This is an optimization exercise on Yosys and OpenROAD, whose aim is small area and a short achievable clock period, not a production implementation.
Only simulation tests tie the RTL to the original design; equivalence was not proved.

==> flow/design.v, too long to show whole: its modules and the start of the top module <==
// module ROTATING_VECTORING: 3485 lines
module ROTATING_VECTORING(clk, xi, yi, xf, yf);
  // ...
==> flow/run.sh <==
#!/bin/bash
# synth_recipe.tcl (not shown) runs the flow's synth.tcl, then flattens the netlist and writes it again
# the make line also repeats each setting of config.mk as NAME=value (left out here)
make -C /OpenROAD-flow-scripts/flow DESIGN_CONFIG=/design/flow/config.mk WORK_HOME=/design/flow/orfs CLKGATE_MAP_FILE= SYNTH_SCRIPT=/design/flow/synth_recipe.tcl finish
==> flow/config.mk <==
export PLATFORM = sky130hd
export DESIGN_NAME = ROTATING_VECTORING
export DESIGN_NICKNAME = ROTATING_VECTORING
export VERILOG_FILES = /design/flow/design.v
export SDC_FILE = /design/flow/constraint.sdc
export NUM_CORES = 4
export LEC_CHECK = 0
export ABC_AREA = 1
export CAP_MARGIN = 20
export CORE_MARGIN = 2
export CORE_UTILIZATION = 40
export CTS_CLUSTER_DIAMETER = 80
export CTS_CLUSTER_SIZE = 30
export PLACE_DENSITY = 0.75
export SETUP_SLACK_MARGIN = 5
export SLEW_MARGIN = 20
==> flow/constraint.sdc <==
create_clock -name core_clock -period 8.0 [get_ports {clk}]
set_input_delay 1.6000 -clock core_clock [delete_from_list [all_inputs] [get_ports {clk}]]
set_output_delay 1.6000 -clock core_clock [all_outputs]
set_load 0.01 [all_outputs]
==> impl_metrics.yaml, run 1 <==
worst_setup_path:
  cp_num_buf_inv: 2
  startpoint: "xi[7]"
  ff2ff_path_depth: 14
final_layout:
  nClkBuffers: 28
  multi_input_area_share: 0.576
  seq_cells: 476
  stdcell_count: 4519
  inverters: 370
timing:
  worstMarginPinSlew_ps: 837
  relSlewSlack: 0.442
  finClkSkew_ps: 36.6
detailed_routing:
  drtIter0Drc: 887
logic_synthesis:
  synth_compound_area_frac: 0.0916
  yosys.area.top_type: "dfxtp_1"
  ys_warn_count: 1
  async_flop_share: 0
  synth_top_cell_area_share: 0.317
min_path:
  holdPathEnd: "vE5[2]"
  hold-path-cell-count: 0
run_status:
  outcome: "complete, no violations"
clock_network:
  clkTransAtPathRegs_ps: 110
  cts_htree_levels: 1
==> run 2, diff against run 1 <==
==> flow/flow/run.sh (new file) <==
#!/bin/bash
# The standard layout, with timing repair aimed at a 2.7 ns clock (setup margin 5.3 ns
# on the design's 8 ns clock); constraints and clock period are the design's.
set -euo pipefail
bash standard.sh SETUP_SLACK_MARGIN=5.3 finish > standard.log 2>&1
==> flow/standard.sh (new file) <==
#!/bin/bash
# synth_recipe.tcl (not shown) runs the flow's synth.tcl, then flattens the netlist and writes it again
# the make line also repeats each setting of config.mk as NAME=value (left out here)
make -C /OpenROAD-flow-scripts/flow DESIGN_CONFIG=/design/flow/config.mk WORK_HOME=/design/flow/orfs CLKGATE_MAP_FILE= SYNTH_SCRIPT=/design/flow/synth_recipe.tcl "${@:-finish}"
--- a/flow/config.mk
+++ b/flow/config.mk
@@ -10,7 +10,4 @@
 export CORE_MARGIN = 2
 export CORE_UTILIZATION = 40
-export CTS_CLUSTER_DIAMETER = 80
-export CTS_CLUSTER_SIZE = 30
-export PLACE_DENSITY = 0.75
 export SETUP_SLACK_MARGIN = 5
 export SLEW_MARGIN = 20
removed: flow/run.sh
==> run 2 against run 1 <==
  * Largest cell class unchanged
  * Utilization grew 4.2 points
  * Still clean
  * Critical endpoint is now vy6[8]
  * Die area is the same
  * Count of clock-buffer cells in the layout grew 41
  * Clock skew shrank 1.0 ps
  * Sequential cell count is the same
  * Sequential share of layout area shrank 2.2 points
  * Hold slack lost 11 ps
==> impl_metrics.yaml, run 2 <==
worst_setup_path:
  reg2reg_from: "vx5[1]"
  r2r_setup_slack_ps: 5190
  worstPathRequired_ps: 8480
  start_kind: "register"
  setup.worst_path.end_class: "register"
  path_max_fanout: 2
  r2r-end: "vy6[8]"
  ff2ff_path_depth: 13
  worstPathArrival_ps: 3280
  worstSetupPathType: "register to register"
global_route:
  grt_usage: 0.163
  antenna_found_initial: 0
  grt_pass1_wl_um: 105000
  grt_pass1_vias: 21800
  gr-total-overflow: 0
  grt_max_degree: 31
detailed_routing:
  drtIter0Drc: 927
  dr.pass1.iters: 5
  wire_per_inst_um: 13.6
  drc: 0
  route.vias.total: 21900
  antenna_left: 0
  via_per_inst: 4.67
  wirelength_um: 63600
min_path:
  holdCritStartpoint: "vE6[2]"
  hp-class: "register to register"
  hold-path-cell-count: 0
  holdPathEnd: "E[2]"
job:
  max_cap_violations: 0
final_layout:
  area.growth.synth_to_final_pct: 23.0
  fill_cells: 6939
  drive_above_1_share: 0.216
  final_common_cell: "nand2_1"
  multi_input_area_um2: 20900
  finalInstanceArea_um2: 36900
  nNetsFinal: 4175
  insertedDiodeCount: 0
  utilization: 0.496
  mostFrequentLayoutCells: "nand2_1 (481), dfxtp_1 (430), xor2_1 (329), ha_1 (327), inv_1 (320)"
  seqCellArea_um2: 9630
logic_synthesis:
  ys.flop_type: "dfxtp_1"
  yosysMostFrequentCell: "nand2_1"
  async_flop_share: 0
  netlist_top_cells_area: "dfxtp_1 (32%), ha_1 (14%), xor2_1 (9.9%)"
  synth_nets: 3941
  synth_seq_cells: 476
  synth_top_cell_area_share: 0.317
  yosys.area.top_type: "dfxtp_1"
  synthTopCellsByCount: "nand2_1 (587), dfxtp_1 (476), inv_1 (363)"
  ys_types: 47
  synth_cells: 3443
  synth_area_um2: 30000
  synth_seq_area_share: 0.317
  avgSynthCellArea_um2: 8.73
  synth_edf_count: 0
  ys_warn_count: 1
timing:
  finalHoldViolCount: 0
  fin_crit_sh: 0.351
  final_max_slew_viol_count: 0
  rsz0062_at_grt: "true"
  hold_ws_ps: 317
  relSlewSlack: 0.562
  worstMarginPinSlew_ps: 655
  finClkSkew_ps: 35.5
  setup_viol: 0
  max_freq_mhz: 356
  min_period_ps: 2810
  finalSetupTns_ps: 0
die:
  dieArea_um2: 77300
  core_area_um2: 74400
  ioPinCount: 65
  rows: 100
  start_util: 0.404
  dieHeight_um: 278
  die_w_um: 278
clock_network:
  cts_tree: "yes"
  clkLatencyLatePin_ps: 600
  cts_buffer_depth: 3
  cts_htree_levels: 2
  ctsRootBufferMaster: "clkbuf_16"
  clkTransAtPathRegs_ps: 60
  cts-buffers-inserted: 52
  cts_hold_buf: 0
  clock_sinks: 476
place:
  gp_congestion: 0.864
  dp_hpwl_um: 48300
  place_area_um2: 32300
  place.port_buffers: 64
run_status:
  outcome: "complete, no violations"
## run 2: timing repair
item | CTS | global route
buffers inserted | 117 | 41
pin swaps | 117 | 115
gates resized for setup | 434 | 222
setup endpoints to repair | 272 | 191
gates cloned | 4 | 2
## run 2: cell families (layout without fill, tap and decap cells)
kind of cell               after synthesis  in the layout  synth area share
xor gates and xnor gates               564            564             0.164
DFF                                    476            476             0.317
AOI/OAI and AO/OA                      453            453            0.0916
buffers and inverters                  428            701            0.0562
and+or+nand+nor                       1056           1056             0.146
muxes                                    1              1          0.000375
adders and majority gates              465            465             0.224
## run 2: how the worst max path moves through the flow
stage | depth (start not counted) | to | start
2_1_floorplan | 10 | ry1[10] | xi[0]
3_3_place_gp | 11 | ry1[10] | yi[0]
3_5_place_dp | 11 | ry1[10] | yi[0]
4_1_cts | 14 | ry6[9] | rx5[0]
5_1_grt | 17 | vx2[8] | ve0
6_report | 13 | vy6[8] | vx5[1]
## run 2: final cells by class
type | count | share of cell area
well taps | 969 | 0.0328
clock inverters | 24 | 0.00630
inverters | 370 | 0.0395
clock buffers | 69 | 0.0388
repair buffers | 238 | 0.0565
flip-flops and latches | 476 | 0.261
multi-input cells | 2539 | 0.565
## run 2: through the flow
stage / instances / worst slack (ps)
6_report: 4685 / 5190
5_1_grt: 4685 / 5050
3_3_place_gp: 4428 / 4100
3_5_place_dp: 4428 / 4050
4_1_cts: 4642 / 5110
2_1_floorplan: 3443 / 5020
## run 2: worst max-delay path: stages (launching register included)
cell and delay (ps):
dfxtp_2 320, or4_4 550, o21ai_4 170, xnor2_2 80, fa_2 330, inv_2 60
fa_2 200, nand3_2 70, nand2_2 80, nand3_2 60, nand2_2 80, nand2_2 60
a21oi_4 170, fa_2 450
## run 2: routing by layer
layer / vias to the layer above / track usage / routed length, um
met1: 9885 / 0.201 / 28600
li1: 11600 / - / -
met3: 100 / 0.0220 / 1870
met5: - / 0 / 0
met2: 274 / 0.295 / 31400
met4: 0 / 0.0471 / 1680
==> run 3, diff against run 2 <==
==> flow/run.sh (new file) <==
#!/bin/bash
# synth_recipe.tcl (not shown) runs the flow's synth.tcl, then flattens the netlist and writes it again
# the make line also repeats each setting of config.mk as NAME=value (left out here)
make -C /OpenROAD-flow-scripts/flow DESIGN_CONFIG=/design/flow/config.mk WORK_HOME=/design/flow/orfs CLKGATE_MAP_FILE= SYNTH_SCRIPT=/design/flow/synth_recipe.tcl finish
--- a/flow/config.mk
+++ b/flow/config.mk
@@ -10,4 +10,7 @@
 export CORE_MARGIN = 2
 export CORE_UTILIZATION = 40
+export CTS_CLUSTER_DIAMETER = 100
+export CTS_CLUSTER_SIZE = 24
+export PLACE_DENSITY = 0.85
 export SETUP_SLACK_MARGIN = 5
 export SLEW_MARGIN = 20
removed: flow/flow/run.sh
removed: flow/standard.sh
==> run 3 against run 2 <==
  * Synthesized area is the same
  * Global-route usage shrank 1.0 points
  * Routed wire length shrank 3.8%
  * Critical path depth grew 3
  * Design area shrank 8.7%
  * Via count grew 1.6%
==> impl_metrics.yaml, run 3 <==
run_status:
  outcome: "complete, no violations"
logic_synthesis:
  yosysMostFrequentCell: "nand2_1"
  avgSynthCellArea_um2: 8.73
  ys.flop_type: "dfxtp_1"
  ys_warn_count: 1
  synthTopCellsByCount: "nand2_1 (587), dfxtp_1 (476), inv_1 (363)"
  yosys.area.top_type: "dfxtp_1"
  synth_edf_count: 0
  async_flop_share: 0
  synth_seq_cells: 476
  netlist_top_cells_area: "dfxtp_1 (32%), ha_1 (14%), xor2_1 (9.9%)"
  ys_types: 47
  synth_cells: 3443
  synth_nets: 3941
  synth_top_cell_area_share: 0.317
  synth_seq_area_share: 0.317
  synth_area_um2: 30000
worst_setup_path:
  worstPathArrival_ps: 3440
  slowest_stage: "dfxtp_4"
  worstSetupPathType: "register to register"
  reg2reg_from: "ve0"
  start_kind: "register"
  path_max_fanout: 6
  crit_path_max_incr_delay_ps: 380
  path_cells: "buf_4 > o21ai_4 > inv_2 > buf_4 > xor2_1 > ha_1 > nand3_1 > nand3_2 > nand3_1 > nand2_2 > nand2_1 > nand2_1 > o21a_4 > inv_1 > fa_1 > xnor2_1"
  setup.worst_path.end_class: "register"
  startpoint: "ve0"
  worstPathRequired_ps: 8490
die:
  dieHeight_um: 278
  start_util: 0.404
  die_w_um: 278
  core_area_um2: 74400
  ioPinCount: 65
  rows: 100
  dieArea_um2: 77300
clock_network:
  clkLatencyLatePin_ps: 590
  cts_tree: "yes"
  clock_sinks: 476
  cts_htree_levels: 1
  clkTransAtPathRegs_ps: 90
  ctsRootBufferMaster: "clkbuf_16"
  cts_buffer_depth: 3
  cts-buffers-inserted: 25
detailed_routing:
  wirelength_um: 61200
  via_per_inst: 4.92
  antenna_left: 0
  wire_per_inst_um: 13.5
  drc: 0
  drtIter0Drc: 1082
  dr.pass1.iters: 5
  route.vias.total: 22200
min_path:
  hp-class: "register to register"
  holdCritStartpoint: "vE6[2]"
timing:
  finalSetupTns_ps: 0
  max_freq_mhz: 338
  finalHoldViolCount: 0
  finClkSkew_ps: 18.8
  fin_crit_sh: 0.369
  setup_viol: 0
  worstMarginPinSlew_ps: 865
  min_period_ps: 2950
  rsz0062_at_grt: "true"
  relSlewSlack: 0.423
  final_max_slew_viol_count: 0
place:
  gp_congestion: 0.956
  place_area_um2: 31700
  dp_hpwl_um: 47800
  place.port_buffers: 64
final_layout:
  area.growth.synth_to_final_pct: 12.2
  drive_above_1_share: 0.0857
  fill_cells: 6681
  final_common_cell: "nand2_1"
  insertedDiodeCount: 0
  mostFrequentLayoutCells: "nand2_1 (551), dfxtp_1 (458), inv_1 (351), xor2_1 (335), ha_1 (328)"
  nNetsFinal: 4040
  finalInstanceArea_um2: 33700
global_route:
  grt_usage: 0.153
  grt_max_degree: 31
  grt_pass1_vias: 22100
  gr-total-overflow: 0
  grt_pass1_wl_um: 101000
  antenna_found_initial: 0
job:
  max_cap_violations: 0
-- run 3: cells by family after synthesis --
logic type / after synthesis / share of synthesized area
DFF: 476 / 0.317
adders and majority gates: 465 / 0.224
muxes: 1 / 0.000375
and+or+nand+nor: 1056 / 0.146
xor gates and xnor gates: 564 / 0.164
AOI/OAI and AO/OA: 453 / 0.0916
buffers and inverters: 428 / 0.0562
-- run 3: layout make-up --
class | count | area [um^2] | share of cell area
Tap cell | 969 | 1210 | 0.0360
Inverter | 370 | 1400 | 0.0414
Clock inverter | 6 | 75.1 | 0.00223
Multi-Input combinational cell | 2540 | 19600 | 0.581
Timing Repair Buffer | 129 | 1250 | 0.0371
Sequential cell | 476 | 9560 | 0.284
Clock buffer | 26 | 629 | 0.0187
-- run 3: per-layer routing --
metal | part of all wire | vias to the layer above | track usage
li1 | - | 11300 | -
met1 | 0.41 | 10300 | 0.173
met2 | 0.52 | 436 | 0.294
met3 | 0.033 | 152 | 0.0155
met4 | 0.037 | 0 | 0.0531
met5 | 0 | - | 0
-- run 3: critical path: cells and delay by family (launching register included) --
kind | cells | cell delay, ps
xor+xnor | 2 | 290
fa+ha+maj | 2 | 720
buf+inv | 4 | 480
simple gates | 6 | 560
compound gates | 2 | 420
flops | 1 | 380
-- run 3: final timing paths --
path	to	slack, ps	cells after the start
worst max register to register	vx2[9]	5050	16
worst max-delay path	vx2[9]	5050	16
worst min-delay path	E[2]	330	0
worst min register to register	E[2]	330	0
-- run 3: what timing repair did --
action                                 4_1_cts  5_1_grt
setup buffers                               20       32
cloned                                       2        1
pin swaps                                   19       48
endpoints found under the hold margin        0        0
hold buffers                                 0        0
setup endpoints to repair                  135       89
gates resized for setup                    122      153
-- run 3: through the flow --
| stage | hold WS (ps) | util | instances | setup slack, ps |
|---|---|---|---|---|
| finish | 332 | 0.453 | 4516 | 5050 |
| global route | 338 | 0.453 | 4516 | 4910 |
| global placement | 310 | 0.426 | 4429 | 4170 |
| floorplan | 310 | - | 3443 | 4960 |
| detailed placement | 312 | 0.426 | 4429 | 4050 |
| CTS | 332 | 0.441 | 4483 | 4960 |
==> run 4, diff against run 3 <==
--- a/flow/config.mk
+++ b/flow/config.mk
@@ -10,7 +10,8 @@
 export CORE_MARGIN = 2
 export CORE_UTILIZATION = 40
+export CTS_BUF_LIST = sky130_fd_sc_hd__clkbuf_8 sky130_fd_sc_hd__clkbuf_16
 export CTS_CLUSTER_DIAMETER = 100
 export CTS_CLUSTER_SIZE = 24
-export PLACE_DENSITY = 0.85
+export PLACE_DENSITY = 0.75
 export SETUP_SLACK_MARGIN = 5
 export SLEW_MARGIN = 20
==> run 4 against run 3 <==
  * Still clean on timing, DRC and antenna
  * Hold slack got worse by 2.9 ps
  * Clock skew up 4.7 ps
  * Critical path depth fell by 2
  * Global-route usage hardly changed
  * Synthesized cell count unchanged
  * Utilization hardly changed
  * Die area unchanged
  * Non-clock buffer count shrank 6
  * Critical endpoint is now ry6[9]
  * Largest cell class unchanged
==> impl_metrics.yaml, run 4 <==
place:
  gp_congestion: 0.908
  dp_hpwl_um: 47900
  place.port_buffers: 64
  placed_cells: 4429
timing:
  max_freq_mhz: 337
  finalSetupTns_ps: 0
  worstMarginPinSlew_ps: 832
  min_period_ps: 2960
  setup_viol: 0
  finalHoldViolCount: 0
  finClkSkew_ps: 23.5
  fin_crit_sh: 0.370
  hold_ws_ps: 329
  rsz0062_at_grt: "true"
  final_max_slew_viol_count: 0
  relSlewSlack: 0.445
final_layout:
  drive_above_1_share: 0.0826
  final_common_cell: "nand2_1"
  mostFrequentLayoutCells: "nand2_1 (553), dfxtp_1 (458), inv_1 (353), xor2_1 (336), ha_1 (329)"
  seqCellArea_um2: 9560
  area.growth.synth_to_final_pct: 12.2
  fill_cells: 6981
  stdcell_count: 4518
  utilization: 0.453
  nNetsFinal: 4036
  multi_input_area_um2: 19500
  insertedDiodeCount: 0
die:
  dieHeight_um: 278
  die_w_um: 278
  rows: 100
  core_area_um2: 74400
  start_util: 0.404
  ioPinCount: 65
  dieArea_um2: 77300
logic_synthesis:
  synth_seq_area_share: 0.317
  synth_seq_cells: 476
  netlist_top_cells_area: "dfxtp_1 (32%), ha_1 (14%), xor2_1 (9.9%)"
  yosys.area.top_type: "dfxtp_1"
  synth_top_cell_area_share: 0.317
  async_flop_share: 0
  ys_warn_count: 1
  synth_cells: 3443
  ys_types: 47
  avgSynthCellArea_um2: 8.73
  yosysMostFrequentCell: "nand2_1"
  synth_nets: 3941
  synth_edf_count: 0
  ys.flop_type: "dfxtp_1"
  synth_area_um2: 30000
  synthTopCellsByCount: "nand2_1 (587), dfxtp_1 (476), inv_1 (363)"
clock_network:
  cts_buffer_depth: 3
  clkLatencyLatePin_ps: 610
  cts_htree_levels: 1
  clock_sinks: 476
  cts-buffers-inserted: 27
  cts_tree: "yes"
  ctsRootBufferMaster: "clkbuf_16"
  clkTransAtPathRegs_ps: 90
worst_setup_path:
  start_kind: "register"
  path_max_fanout: 2
  worstPathArrival_ps: 3450
  setup.worst_path.end_class: "register"
  worstSetupPathType: "register to register"
  worstPathRequired_ps: 8490
  r2r_setup_slack_ps: 5040
min_path:
  hp-class: "register to register"
job:
  max_cap_violations: 0
detailed_routing:
  via_per_inst: 4.84
  wire_per_inst_um: 13.4
  wirelength_um: 60500
  drc: 0
  dr.pass1.iters: 5
  route.vias.total: 21900
  antenna_left: 0
  drtIter0Drc: 796
run_status:
  outcome: "complete, no violations"
global_route:
  grt_usage: 0.153
  grt_max_degree: 31
  grt_pass1_wl_um: 101000
  grt_pass1_vias: 21700
  gr-total-overflow: 0
  antenna_found_initial: 0
## run 4: worst paths after layout
path	from	endpoint	cells past startpoint
setup / recovery	rx5[3]	ry6[9]	14
hold / removal	vE4[2]	vE5[2]	0
setup reg to reg	rx5[3]	ry6[9]	14
hold reg to reg	vE4[2]	vE5[2]	0
## run 4: per-layer routing
layer / routed length (um) / up-vias / part of all wire / global-route usage
li1: - / 11400 / - / -
met1: 25600 / 10100 / 0.42 / 0.175
met2: 31200 / 345 / 0.52 / 0.298
met3: 1790 / 111 / 0.030 / 0.0146
met4: 1810 / 0 / 0.030 / 0.0462
met5: 0 / - / 0 / 0
## run 4: final cells by class
| type | count | share of cell area |
|---|---|---|
| flip-flops and latches | 476 | 0.284 |
| inverters | 370 | 0.0413 |
| clock inverters | 12 | 0.00419 |
| clock buffers | 28 | 0.0204 |
| repair buffers | 123 | 0.0360 |
| multi-input cells | 2540 | 0.579 |
| well taps | 969 | 0.0360 |
## run 4: cell families after synthesis
group,count (synthesis),share of synthesized area
AO/OA/AOI/OAI,453,0.0916
flip-flops,476,0.317
multiplexers,1,0.000375
AND/OR/NAND/NOR,1056,0.146
XOR/XNOR,564,0.164
buffers and inverters,428,0.0562
adder cells (fa/ha/maj),465,0.224
## run 4: per-stage QoR
| stage | worst slack (ps) | cell area (um^2) |
|---|---|---|
| after floorplan | 4960 | 30100 |
| after global placement | 4060 | 31700 |
| after detailed placement | 4070 | 31700 |
| after CTS | 4940 | 33000 |
| after global routing | 4800 | 33700 |
| final | 5040 | 33700 |
## run 4: critical path: stages (launching register included)
cell and delay (ps):
dfxtp_2 330, or4_4 540, o21ai_4 180, xor2_2 180
fa_2 220, inv_2 40, fa_2 390, nand3_2 80
nand2_2 70, nand3_2 70, nand2_2 70, nand3_2 80
nand2_4 70, fa_2 390, xor2_1 140
## run 4: timing repair
| item | in CTS | in global routing |
|---|---|---|
| resized for setup | 115 | 134 |
| endpoints found under the setup margin | 132 | 98 |
| hold buffers | 0 | 0 |
| cloned | 3 | 0 |
| setup buffers | 21 | 25 |
| pin swaps | 20 | 48 |
==> run 5, diff against run 4 <==
--- a/flow/config.mk
+++ b/flow/config.mk
@@ -9,6 +9,5 @@
 export CAP_MARGIN = 20
 export CORE_MARGIN = 2
-export CORE_UTILIZATION = 40
-export CTS_BUF_LIST = sky130_fd_sc_hd__clkbuf_8 sky130_fd_sc_hd__clkbuf_16
+export CORE_UTILIZATION = 50
 export CTS_CLUSTER_DIAMETER = 100
 export CTS_CLUSTER_SIZE = 24
==> run 5 against run 4 <==
  * Design area fell by 0.51%
  * Count of clock-buffer cells in the layout fell by 3
  * Non-clock buffer count rose by 3
  * Synthesized area did not move
  * Routed wire length fell by 1.5%
  * Final cell count fell by 4.4%
==> impl_metrics.yaml, run 5 <==
run_status:
  outcome: "complete, no violations"
logic_synthesis:
  avgSynthCellArea_um2: 8.73
  synth_top_cell_area_share: 0.317
  yosys.area.top_type: "dfxtp_1"
  synth_seq_area_share: 0.317
  ys_types: 47
  synth_area_um2: 30000
  netlist_top_cells_area: "dfxtp_1 (32%), ha_1 (14%), xor2_1 (9.9%)"
  synth_edf_count: 0
  ys_warn_count: 1
  synth_seq_cells: 476
  ys.flop_type: "dfxtp_1"
  synthTopCellsByCount: "nand2_1 (587), dfxtp_1 (476), inv_1 (363)"
  synth_nets: 3941
  yosysMostFrequentCell: "nand2_1"
  async_flop_share: 0
  synth_cells: 3443
worst_setup_path:
  ff2ff_path_depth: 14
  path_max_fanout: 5
  worstPathArrival_ps: 3460
  worstSetupPathType: "register to register"
  worstPathRequired_ps: 8470
  path_cells: "or4_4 > o21ai_4 > xor2_2 > fa_2 > inv_2 > fa_2 > nand3_2 > nand2_2 > nand3_2 > nand2_4 > nand3_4 > nand2_4 > fa_2 > xor2_1"
  r2r_setup_slack_ps: 5010
  crit_path_max_incr_delay_ps: 560
  cp_num_buf_inv: 1
  start_kind: "register"
  slowest_stage: "or4_4"
  cpMostUsedCell: "fa_2"
  r2r-end: "ry6[9]"
  cp_top_family: "simple AND/OR/NAND/NOR gates"
  reg2reg_from: "rx5[1]"
  setup.worst_path.end_class: "register"
timing:
  finClkSkew_ps: 15.9
  final_max_slew_viol_count: 0
  finalHoldViolCount: 0
  worstMarginPinSlew_ps: 737
  relSlewSlack: 0.504
  fin_ws_ps: 5010
  fin_crit_sh: 0.374
  max_freq_mhz: 334
  rsz0062_at_grt: "true"
  min_period_ps: 2990
  finalSetupTns_ps: 0
  setup_viol: 0
place:
  placed_cells: 4233
  place_area_um2: 31500
  gp_congestion: 0.901
  place.port_buffers: 64
  dpl_worst_slack_ps: 4030
  dp_hpwl_um: 47000
global_route:
  grt_pass1_vias: 20800
  grt_usage: 0.184
  grt_max_degree: 36
  grt_pass1_wl_um: 97000
  gr-total-overflow: 0
  antenna_found_initial: 1
clock_network:
  cts-buffers-inserted: 25
  cts_htree_levels: 1
  cts_tree: "yes"
  clock_sinks: 476
  clkTransAtPathRegs_ps: 90
  clkLatencyLatePin_ps: 580
  cts_buffer_depth: 3
  ctsRootBufferMaster: "clkbuf_16"
  cts_hold_buf: 0
detailed_routing:
  dr.pass1.iters: 5
  route.vias.total: 21700
  wirelength_um: 59600
  antenna_left: 0
  wire_per_inst_um: 13.8
  drc: 0
  drtIter0Drc: 986
  via_per_inst: 5.02
final_layout:
  mostFrequentLayoutCells: "nand2_1 (551), dfxtp_1 (454), inv_1 (350), xor2_1 (338), ha_1 (328)"
  nNetsFinal: 4037
  seqCellArea_um2: 9570
  final_common_cell: "nand2_1"
  area.growth.synth_to_final_pct: 11.7
  drive_above_1_share: 0.0877
  fill_cells: 5187
  multi_input_area_um2: 19600
  utilization: 0.566
  insertedDiodeCount: 0
  finalInstanceArea_um2: 33600
  stdcell_count: 4318
min_path:
  hp-class: "register to register"
  holdCritStartpoint: "vE5[3]"
  hold-path-cell-count: 0
  holdPathEnd: "vE6[3]"
die:
  start_util: 0.507
  rows: 89
  core_area_um2: 59200
  ioPinCount: 65
  dieHeight_um: 249
  die_w_um: 249
  dieArea_um2: 62100
job:
  max_cap_violations: 0
==> run 5: cell counts after synthesis <==
Identical to the previous run, type by type.
==> run 5: repair_timing <==
action | 4_1_cts | 5_1_grt
pin swaps | 17 | 45
buffers inserted | 13 | 35
gates resized for setup | 124 | 163
endpoints found under the hold margin | 0 | 0
setup endpoints to repair | 127 | 101
gates cloned | 2 | 2
==> run 5: worst register-to-register path, delay by kind of cell (launching register included) <==
kind            cells  cell delay (ps)
compound gates      1              180
xor+xnor            2              320
fa+ha+maj           3             1010
buf+inv             1               40
flops               1              340
simple gates        7             1010
==> run 5: worst max-delay path by stage <==
stage | cells past startpoint | slack, ps | end | start
global route | 14 | 4910 | ry6[9] | rx5[1]
detailed placement | 16 | 4030 | vx2[9] | ve0
CTS | 14 | 4970 | rx6[9] | ry5[1]
finish | 14 | 5010 | ry6[9] | rx5[1]
global placement | 16 | 4150 | vx2[8] | ve0
floorplan | 13 | 4960 | ry3[9] | rd2[2]
==> run 5: logic make-up after synthesis <==
kind of cell | count (synthesis) | synth area share
AOI/OAI and AO/OA | 453 | 0.0916
xor gates and xnor gates | 564 | 0.164
adders and majority gates | 465 | 0.224
buffers and inverters | 428 | 0.0562
DFF | 476 | 0.317
muxes | 1 | 0.000375
and+or+nand+nor | 1056 | 0.146
==> run 5: metal layers <==
layer / vias to the layer above / share of wire / GRT usage
met5: - / 0.00022 / 0
met4: 2 / 0.040 / 0.0706
met3: 119 / 0.029 / 0.0159
met2: 347 / 0.51 / 0.348
met1: 9870 / 0.42 / 0.213
li1: 11300 / - / -
==> run 5: layout make-up <==
type / count / share of cell area
timing repair buffer: 126 / 0.0368
multi-input combinational: 2540 / 0.585
clock inverter: 8 / 0.00362
sequential: 476 / 0.285
clock buffer: 25 / 0.0186
tap: 773 / 0.0288
inverter: 370 / 0.0415
==> run 5: per-stage QoR <==
stage	hold slack [ps]
final	327
after global routing	338
after detailed placement	312
after global placement	311
after CTS	329
after floorplan	310
==> run 6, diff against run 5 <==
--- a/flow/config.mk
+++ b/flow/config.mk
@@ -9,7 +9,7 @@
 export CAP_MARGIN = 20
 export CORE_MARGIN = 2
-export CORE_UTILIZATION = 50
-export CTS_CLUSTER_DIAMETER = 100
-export CTS_CLUSTER_SIZE = 24
+export CORE_UTILIZATION = 40
+export CTS_CLUSTER_DIAMETER = 120
+export CTS_CLUSTER_SIZE = 20
 export PLACE_DENSITY = 0.75
 export SETUP_SLACK_MARGIN = 5
==> run 6 against run 5 <==
  * Setup slack improved by 52 ps
  * Synthesized area is the same
  * Count of clock-buffer cells in the layout up 4
  * Synthesized cell count stayed put
  * First-iteration DRC count fell by 16%
  * Utilization is 11 points lower
  * Sequential share of layout area shrank 0.14 points
  * Design area rose by 0.41%
  * Non-clock buffer count is 2 lower
==> impl_metrics.yaml, run 6 <==
run_status:
  outcome: "complete, no violations"
final_layout:
  insertedDiodeCount: 0
  drive_above_1_share: 0.0847
  area.growth.synth_to_final_pct: 12.1
  finalInstanceArea_um2: 33700
  stdcell_count: 4511
  nNetsFinal: 4038
  final_common_cell: "nand2_1"
  mostFrequentLayoutCells: "nand2_1 (549), dfxtp_1 (459), inv_1 (351), xor2_1 (336), ha_1 (327)"
  utilization: 0.453
timing:
  min_period_ps: 2940
  rsz0062_at_grt: "true"
  relSlewSlack: 0.469
  finalSetupTns_ps: 0
  final_max_slew_viol_count: 0
  setup_viol: 0
  fin_crit_sh: 0.368
  finClkSkew_ps: 41.8
  worstMarginPinSlew_ps: 788
  finalHoldViolCount: 0
  max_freq_mhz: 340
  hold_ws_ps: 328
worst_setup_path:
  r2r_setup_slack_ps: 5060
  startpoint: "xi[7]"
  ff2ff_path_depth: 14
  worstSetupPathType: "input port to register"
  path_max_fanout: 6
  start_kind: "input port"
  worstPathArrival_ps: 3450
  crit_end: "ry1[15]"
  reg2reg_from: "rx5[3]"
  worstPathRequired_ps: 8510
  r2r-end: "ry6[9]"
  setup.worst_path.end_class: "register"
logic_synthesis:
  synth_nets: 3941
  ys_types: 47
  yosysMostFrequentCell: "nand2_1"
  synth_top_cell_area_share: 0.317
  synth_edf_count: 0
  synth_cells: 3443
  synth_seq_area_share: 0.317
  async_flop_share: 0
  synthTopCellsByCount: "nand2_1 (587), dfxtp_1 (476), inv_1 (363)"
  synth_area_um2: 30000
  ys.flop_type: "dfxtp_1"
  synth_seq_cells: 476
  netlist_top_cells_area: "dfxtp_1 (32%), ha_1 (14%), xor2_1 (9.9%)"
  yosys.area.top_type: "dfxtp_1"
  ys_warn_count: 1
  avgSynthCellArea_um2: 8.73
clock_network:
  cts_htree_levels: 1
  cts_tree: "yes"
  clkTransAtPathRegs_ps: 90
  cts_hold_buf: 0
  cts_buffer_depth: 3
  ctsRootBufferMaster: "clkbuf_16"
  clkLatencyLatePin_ps: 610
  clock_sinks: 476
  cts-buffers-inserted: 28
place:
  gp_congestion: 0.908
  placed_cells: 4429
  place.port_buffers: 64
  dp_hpwl_um: 47900
  place_area_um2: 31700
die:
  die_w_um: 278
  start_util: 0.404
  dieArea_um2: 77300
  core_area_um2: 74400
  rows: 100
  dieHeight_um: 278
  ioPinCount: 65
global_route:
  grt_max_degree: 31
  grt_pass1_wl_um: 100000
  gr-total-overflow: 0
  grt_usage: 0.152
  grt_pass1_vias: 21500
  antenna_found_initial: 0
detailed_routing:
  drc: 0
  dr.pass1.iters: 7
  via_per_inst: 4.85
  wirelength_um: 60200
  wire_per_inst_um: 13.3
  antenna_left: 0
  route.vias.total: 21900
  drtIter0Drc: 828
job:
  max_cap_violations: 0
min_path:
  hp-class: "register to register"
  holdCritStartpoint: "vE4[2]"
  hold-path-cell-count: 0
[run 6: cell counts after synthesis]
No cell type changed its count.
[run 6: per-stage QoR]
step	worst slack (ps)
2_1_floorplan	4960
4_1_cts	5000
6_report	5060
5_1_grt	4930
3_5_place_dp	4070
3_3_place_gp	4060
[run 6: worst min-delay path by stage]
stage             end  slack, ps
3_5_place_dp   vE6[1]        310
4_1_cts        vE4[1]        330
2_1_floorplan    E[0]        310
5_1_grt        vE6[1]        330
3_3_place_gp   vE6[4]        310
6_report       vE5[2]        330
[run 6: final cells by class]
class,instances,area (um^2)
clock buffer,29,714
clock inverter,3,41.3
fill,6991,40800
inverter,370,1400
multi-input combinational,2540,19600
sequential,476,9560
tap,969,1210
timing repair buffer,124,1200
[run 6: cell families after synthesis]
group,share of synthesized area
flip-flops,0.317
adder cells (fa/ha/maj),0.224
XOR/XNOR,0.164
multiplexers,0.000375
AND/OR/NAND/NOR,0.146
AO/OA/AOI/OAI,0.0916
buffers and inverters,0.0562
[run 6: timing repair]
action | CTS | global route
gates cloned | 3 | 0
pin swaps | 17 | 45
gates resized for setup | 115 | 153
endpoints found under the setup margin | 130 | 105
buffers inserted | 19 | 28
[run 6: per-layer routing]
metal	track usage	wire length [um]	part of all wire
met3	0.0139	1720	0.029
met1	0.175	25700	0.43
met5	0	0	0
met2	0.294	30900	0.51
met4	0.0468	1830	0.030
[run 6: worst max-delay path, stage by stage]
cell and delay [ps]:
clkdlybuf4s50_1 520, ha_2 340, inv_2 160, nand2_1 90, nor3_1 200, nand4_1 150
nand3_2 140, a21oi_1 90, xor2_1 140

[port drivers added, routing unchanged]
No port has a modelled driver above. Below, the same layouts with a new extraction and two added sets of constraints. Step 1, drivers: a clkbuf_16 drives clk and a buf_2 each remaining input, both assumed. Step 2, shift: input delay + t, output delay - t, t = (earliest + latest rising clock arrival at the registers) / 2. This alone moves slack from input paths to output paths. Slacks: ideal ports / drivers / drivers and shift; pairs: ideal ports / drivers.
| run | shift t [ns] | setup slack, ns | hold slack, ns | worst data-port slew with drivers (ns) | pins driven straight from the clock port |
|---|---|---|---|---|---|
| run 1 | 0.667 | 5.037 / 5.040 / 4.407 | 0.328 / 0.328 / 0.328 | 0.03 | 1 |
| run 2 | 0.650 | 5.192 / 5.192 / 4.728 | 0.317 / 0.317 / 0.317 | 0.04 | 1 |
| run 3 | 0.633 | 5.046 / 5.046 / 4.448 | 0.332 / 0.332 / 0.332 | 0.04 | 1 |
| run 4 | 0.653 | 5.036 / 5.036 / 4.453 | 0.329 / 0.329 / 0.329 | 0.03 | 1 |
| run 5 | 0.625 | 5.007 / 5.007 / 4.447 | 0.327 / 0.327 / 0.327 | 0.04 | 1 |
| run 6 | 0.655 | 5.059 / 5.065 / 4.441 | 0.328 / 0.328 / 0.328 | 0.03 | 1 |
After both steps every run listed still meets setup and hold. For run 1, which loses most, drivers alone change the setup slack by +0.003 ns; drivers and shift together by -0.630 ns.
